This design comes from an exercise in tuning for small area on the open sky130 flow, not from production work. The RTL was checked by simulation tests, not by an equivalence proof against the original design. No activity file was given, so power comes from the tool's default toggle rates.

Setup of job 245:
Design top, start of the top module:
module top (output reg         uart_txd,
            output wire [63:0] data_out_64,
            output reg         data_out_done,
            input  wire        clk,
            input  wire        rst_n,
            input  wire [63:0] data_in_64,
            input  wire        manual_start,
            input  wire        uart_rxd);
Size: roughly 250 flip-flops, ~130 I/O pins, roughly 0.0088 sq mm of cells after synthesis.
==> flow/config.mk <==
export PLATFORM = sky130hd
export DESIGN_NAME = top
export DESIGN_NICKNAME = top
export VERILOG_FILES = /design/flow/design.v
export SDC_FILE = /design/flow/constraint.sdc
export NUM_CORES = 4
export LEC_CHECK = 0
export CAP_MARGIN = 20
export CORE_MARGIN = 2
export CORE_UTILIZATION = 70
export SLEW_MARGIN = 20
==> flow/constraint.sdc <==
create_clock -name core_clock -period 20.0 [get_ports {clk}]
set_input_delay 4.0000 -clock core_clock [delete_from_list [all_inputs] [get_ports {clk}]]
set_output_delay 4.0000 -clock core_clock [all_outputs]
set_load 0.01 [all_outputs]
standard.sh (not shown) runs the stock make flow with config.mk's settings and CLKGATE_MAP_FILE= SYNTH_SCRIPT=/design/flow/synth_recipe.tcl, a recipe that flattens the netlist after the stock synthesis.
==> flow/flow/run.sh <==
#!/bin/bash
# Own layout flow: the standard flow (standard synthesis unchanged), with the port
# buffers made from the smallest buffer and clock tree synthesis without dummy loads.
# Each step's full log is in orfs/logs/; standard.sh's own output goes to standard.log.
set -euo pipefail
CTS="-sink_clustering_enable -repair_clock_nets -dont_use_dummy_load"
if [[ -f flow/cts_args ]]; then CTS="$(cat flow/cts_args)"; fi
bash standard.sh \
  "BUFFER_PORTS_ARGS=-buffer_cell sky130_fd_sc_hd__buf_1" \
  "CTS_ARGS=$CTS" \
  finish > standard.log 2>&1
==> flow/flow/cts_args <==
-sink_clustering_enable -repair_clock_nets -dont_use_dummy_load -buf_list sky130_fd_sc_hd__clkbuf_4 -sink_clustering_size 12 -sink_clustering_max_diameter 35
Setup changes, job 245 to job 1924
==> flow/flow/cts_args <==
-sink_clustering_enable -repair_clock_nets -dont_use_dummy_load -buf_list sky130_fd_sc_hd__clkbuf_4 -sink_clustering_size 10 -sink_clustering_max_diameter 40
--- a/flow/config.mk
+++ b/flow/config.mk
@@ -10 +10 @@
-export CORE_UTILIZATION = 70
+export CORE_UTILIZATION = 60
## What came out
- Diff job 245 -> job 1924: via count of the first global-routing pass has increased, critical path data arrival time has increased, global-route wire length before repair has increased, worst hold slack has decreased, post-placement worst setup slack has increased.
- On power in sequential cells, job 245 and job 1924 are neck and neck.
- The layout-stage area growth over the synthesis result in job 1924 sits 0.26 points above the value recorded for job 245.
- | leakage dissipation | job 245 vs job 1924 | ≈ equal |
- Job 245 → job 1924: detailed placement HPWL roughly the same, post-layout utilization of the core lower, number of top-level pins roughly the same.
#### Input delta (job 3532 over job 1924)
==> flow/flow/cts_args <==
-sink_clustering_enable -repair_clock_nets -dont_use_dummy_load -buf_list {sky130_fd_sc_hd__clkbuf_2 sky130_fd_sc_hd__clkbuf_4 sky130_fd_sc_hd__clkbuf_8} -sink_clustering_size 12 -sink_clustering_max_diameter 50
Findings:
Job 3532 vs job 1924 on proportion of total power due to net switching: job 3532 is the lower one.
Worst hold slack: job 3532 > job 1924
For the routed wire length, job 3532 came in 0.86% lower than job 1924 did.
Delta (job 3532 minus job 1924): number of inserted filler cells in the final layout fell by 31; final total power rose by about 3.7%.
Measured against each other, job 3532 and job 1924 differ in area added between synthesis and finish, the higher figure coming from job 3532.
Taking job 1924 as the reference, in job 3532 sequential share of layout area dropped 0.68 points, logic gate share of total power has decreased.
Edits applied to the flow inputs when going from job 3532 to job 6719:
==> flow/flow/run.sh <==
#!/bin/bash
# Own layout flow: the standard flow, with three changes:
#  - synthesis is the standard one, but ABC maps the logic with an area-oriented
#    script (flow/abc_area.script) instead of the speed script;
#  - the port buffers use the smallest buffer cell;
#  - clock tree synthesis inserts no dummy loads (options in flow/cts_args).
# standard.sh's output goes to standard.log; every step's full log is in orfs/logs/.
set -euo pipefail
WORK=$PWD
CTS="-sink_clustering_enable -repair_clock_nets -dont_use_dummy_load"
if [[ -f flow/cts_args ]]; then CTS="$(cat flow/cts_args)"; fi
cat > flow_synth.tcl <<EOT
proc abc {args} {
  set i [lsearch \$args -script]
  if {\$i >= 0} {
    set args [lreplace \$args [expr {\$i + 1}] [expr {\$i + 1}] $WORK/flow/abc_area.script]
  }
  yosys abc {*}\$args
}
source $WORK/synth_recipe.tcl
EOT
sed "s#SYNTH_SCRIPT=[^ ]*#SYNTH_SCRIPT=$WORK/flow_synth.tcl#" standard.sh > flow_standard.sh
grep -q "SYNTH_SCRIPT=$WORK/flow_synth.tcl" flow_standard.sh
bash flow_standard.sh \
  "BUFFER_PORTS_ARGS=-buffer_cell sky130_fd_sc_hd__buf_1" \
  "CTS_ARGS=$CTS" \
  finish > standard.log 2>&1
==> flow/flow/abc_area.script (new file) <==
&get -n
&st
&dch
&nf -R 1000
&st
&dch
&nf -R 1000
&put
==> flow/flow/cts_args <==
-sink_clustering_enable -repair_clock_nets -dont_use_dummy_load -buf_list sky130_fd_sc_hd__clkbuf_4 -sink_clustering_size 10 -sink_clustering_max_diameter 40
==> summary.txt <==
- Job 6719 did not stop at any stage, and its layout met the timing, design-rule and antenna checks.
- From job 3532 to job 6719 the numbers moved as follows: final cycle utilization of the critical path picked up an extra 0.37 points, cell count after placement now sits lower, relative contribution of combinational cells to total power picked up an extra 2.9 points, reported leakage power decreased about 6%, first-pass GRT wire length shows a reduction of 7.0%.
- Going from job 3532 to job 6719, initial standard-cell utilization of the core up 0.18 points, wire length on met2 down about 5%, post-synthesis net count down 53, number of DRC violations after detailed-routing iteration 0 up 53.
- Max freq job 3532 -> job 6719: degraded

========
try-maple:
top, a different RTL version from the one above (not shown whole).
For scale: roughly 460 cells after synthesis, roughly 240 flip-flops, about 130 I/O pins.
==> flow/config.mk <==
export PLATFORM = sky130hd
export DESIGN_NAME = top
export DESIGN_NICKNAME = top
export VERILOG_FILES = /design/flow/design.v
export SDC_FILE = /design/flow/constraint.sdc
export NUM_CORES = 4
export LEC_CHECK = 0
export CAP_MARGIN = 20
export CORE_MARGIN = 2
export CORE_UTILIZATION = 80
export SLEW_MARGIN = 20
==> flow/constraint.sdc <==
create_clock -name core_clock -period 20.0 [get_ports {clk}]
set_input_delay 4.0000 -clock core_clock [delete_from_list [all_inputs] [get_ports {clk}]]
set_output_delay 4.0000 -clock core_clock [all_outputs]
set_load 0.01 [all_outputs]
==> flow/flow/run.sh <==
#!/bin/bash
# Own layout flow: the standard flow, with these changes:
#  - synthesis is the standard one (same script, same registers), except that
#    half/full adders are not extracted before ABC and ABC maps the logic with
#    an area-oriented script (flow/abc_area.script) instead of the speed script;
#  - the port buffers use the smallest buffer cell;
#  - clock tree synthesis inserts no dummy loads (options in flow/cts_args).
# standard.sh's output goes to standard.log; every step's full log is in orfs/logs/.
set -euo pipefail
WORK=$PWD
CTS="-sink_clustering_enable -repair_clock_nets -dont_use_dummy_load"
if [[ -f flow/cts_args ]]; then CTS="$(cat flow/cts_args)"; fi
cat > flow_synth.tcl <<EOT
proc extract_fa {args} { puts "flow: adder extraction skipped" }
proc abc {args} {
  set i [lsearch \$args -script]
  if {\$i >= 0} {
    set args [lreplace \$args [expr {\$i + 1}] [expr {\$i + 1}] $WORK/flow/abc_area.script]
  }
  yosys abc {*}\$args
}
source $WORK/synth_recipe.tcl
EOT
sed "s#SYNTH_SCRIPT=[^ ]*#SYNTH_SCRIPT=$WORK/flow_synth.tcl#" standard.sh > flow_standard.sh
grep -q "SYNTH_SCRIPT=$WORK/flow_synth.tcl" flow_standard.sh
bash flow_standard.sh \
  "BUFFER_PORTS_ARGS=-buffer_cell sky130_fd_sc_hd__buf_1" \
  "CTS_ARGS=$CTS" \
  finish > standard.log 2>&1
==> flow/flow/abc_area.script <==
&get -n
&st
&dch
&nf -R 1000
&st
&dch
&nf -R 1000
&put
==> flow/flow/cts_args <==
-sink_clustering_enable -repair_clock_nets -dont_use_dummy_load -buf_list sky130_fd_sc_hd__clkbuf_8 -sink_clustering_size 20 -sink_clustering_max_diameter 80
try-maple | stages: all done | timing, DRC, antenna: all pass
[inputs] try-fjord vs try-maple
- swapping 80 for 60 in CORE_UTILIZATION
==> flow/flow/cts_args <==
-sink_clustering_enable -repair_clock_nets -dont_use_dummy_load -buf_list sky130_fd_sc_hd__clkbuf_8 -root_buf sky130_fd_sc_hd__clkbuf_4 -tree_buf sky130_fd_sc_hd__clkbuf_4 -sink_clustering_size 20 -sink_clustering_max_diameter 80
==> comparison <==
try-fjord has completed all stages; timing, DRC and antenna checks passed.
Against try-maple, try-fjord reports a first-pass GRT wire length that is lower.
Going from try-maple to try-fjord, power per standard cell area decreased by 2.8 nW/um2 relative to the old numbers, area added between synthesis and finish increased by 0.54 points relative to the old numbers, post-layout minimum cycle time decreased by 0.31 ns relative to the old numbers, clock skew decreased by 0.0052 ns relative to the old numbers.
Via count of the first global-routing pass, try-fjord and try-maple: smaller value in try-fjord
The fraction of power consumed by the clock network in try-fjord sits 0.4 points below the value recorded for try-maple.
[inputs] try-violet vs try-fjord
==> flow/flow/cts_args <==
-sink_clustering_enable -repair_clock_nets -dont_use_dummy_load -buf_list sky130_fd_sc_hd__clkbuf_8 -sink_clustering_size 20 -sink_clustering_max_diameter 80
==> comparison <==
try-violet closes out successfully: all stages finished, all timing, DRC and antenna checks passed.
Mean number of vias per cell (higher): try-fjord
Final worst-path setup slack (lower): try-fjord
try-fjord → try-violet: die span in x did not really move, final design area excluding fillers did not really move.
try-violet ends up with higher clock-cell share of area than try-fjord does.
Compared with try-fjord, try-violet shows via count lower by 0.57%.
For share of cell area taken by flip-flops and latches, try-fjord and try-violet come out practically identical.

========
## north
top, a different RTL version from the one above (not shown whole).
For scale: about 530 cells after synthesis, about 250 flip-flops, about 130 I/O pins, ~9300 µm² of cells after synthesis.
Settings: LEC_CHECK=0, CAP_MARGIN=20, CORE_MARGIN=2, CORE_UTILIZATION=40, CTS_BUF_LIST=sky130_fd_sc_hd__clkbuf_4, SLEW_MARGIN=20; clock period 20.0 ns.
run.sh (not shown) runs the stock make flow with config.mk's settings and CLKGATE_MAP_FILE= SYNTH_SCRIPT=/design/flow/synth_recipe.tcl, a recipe that flattens the netlist after the stock synthesis.
Stock flow here: none of the scripts above is used.
Looking at the reports, north completed the entire flow and the layout it produced met the timing, design-rule and antenna checks.
The inputs of south differ from those of north as listed below.
- changing CORE_UTILIZATION from 40 to 60
- changing CTS_BUF_LIST from sky130_fd_sc_hd__clkbuf_4 to sky130_fd_sc_hd__clkbuf_2 sky130_fd_sc_hd__clkbuf_4
Comparing the two runs side by side, south comes out behind north on highest achievable clock rate.
Comparing final-layout worst hold slack for south and north, the smaller number came from north.
south ended with less count of plain and timing-repair buffers than north.
From north to south the numbers moved as follows: wire length of the first global-routing pass shows no meaningful change, sequential share of layout area shows an increase of 2.0 points, total number of vias shows no meaningful change, cell area reported after detailed placement shows a reduction of 1.4%, sum of internal, switching and leakage power shows a reduction of 100 µW.
The final weighted congestion in routability-driven placement of south exceeds that of north by about 6%.
Relative to north, met1 track demand over resource has increased by 11 points in south.
Higher part of the power in the clock network goes to north over south.
For east, these inputs were changed with respect to south:
- swapping 60 for 40 in CORE_UTILIZATION
- clearing CTS_BUF_LIST, which used to be sky130_fd_sc_hd__clkbuf_2 sky130_fd_sc_hd__clkbuf_4
- Compared with south, in east critical path depth did not really move, well tap count went up, clock group share of total power went up.

-- re-timing with driven ports --
How much do the figures lean on ideal ports? The routed layouts below were timed once more, with nothing changed but the port constraints.
Step 1 (the two cells are an assumption about what drives the block):
set clk [get_ports {clk}]
set_driving_cell -lib_cell sky130_fd_sc_hd__clkbuf_16 $clk
set_driving_cell -lib_cell sky130_fd_sc_hd__buf_2 [delete_from_list [all_inputs] $clk]
Step 2 adds t to the input delays and takes it off the output delays; t is the mean of the earliest and latest rising clock arrival at the registers after step 1. Input paths then give back, and output paths get back, about the clock's delay inside the block.
a / b / c = ideal ports / drivers / drivers and shift; a / b = the first two.
run | t (ns) | setup slack, ns | worst hold slack (ns) | worst setup path after step 2 | clock arrival spread, ns
job 245 | 0.575 | 14.121 / 14.087 / 13.882 | 0.337 / 0.337 / 0.337 | input to register | 0.063 / 0.063
job 1924 | 0.620 | 14.061 / 14.025 / 13.988 | 0.329 / 0.329 / 0.329 | input to register | 0.062 / 0.062
job 3532 | 0.556 | 14.161 / 14.122 / 13.973 | 0.336 / 0.336 / 0.336 | input to register | 0.031 / 0.031
job 6719 | 0.666 | 14.086 / 14.049 / 14.417 | 0.365 / 0.365 / 0.365 | input to register | 0.081 / 0.081
try-maple | 0.526 | 13.828 / 13.789 / 14.315 | 0.369 / 0.369 / 0.369 | register to output | 0.021 / 0.021
try-fjord | 0.589 | 14.137 / 14.102 / 14.345 | 0.363 / 0.363 / 0.363 | input to register | 0.016 / 0.016
try-violet | 0.512 | 14.222 / 14.184 / 14.342 | 0.363 / 0.363 / 0.363 | input to register | 0.013 / 0.013
north | 0.657 | 14.338 / 14.303 / 14.073 | 0.356 / 0.356 / 0.356 | input to register | 0.049 / 0.049
south | 0.695 | 14.291 / 14.253 / 13.720 | 0.374 / 0.374 / 0.374 | input to register | 0.039 / 0.039
east | 0.552 | 14.458 / 14.414 / 14.095 | 0.354 / 0.354 / 0.354 | input to register | 0.016 / 0.016
After both steps setup and hold are still met in every run listed. For south, which loses most, drivers alone change the setup slack by -0.038 ns; drivers and shift together by -0.571 ns.
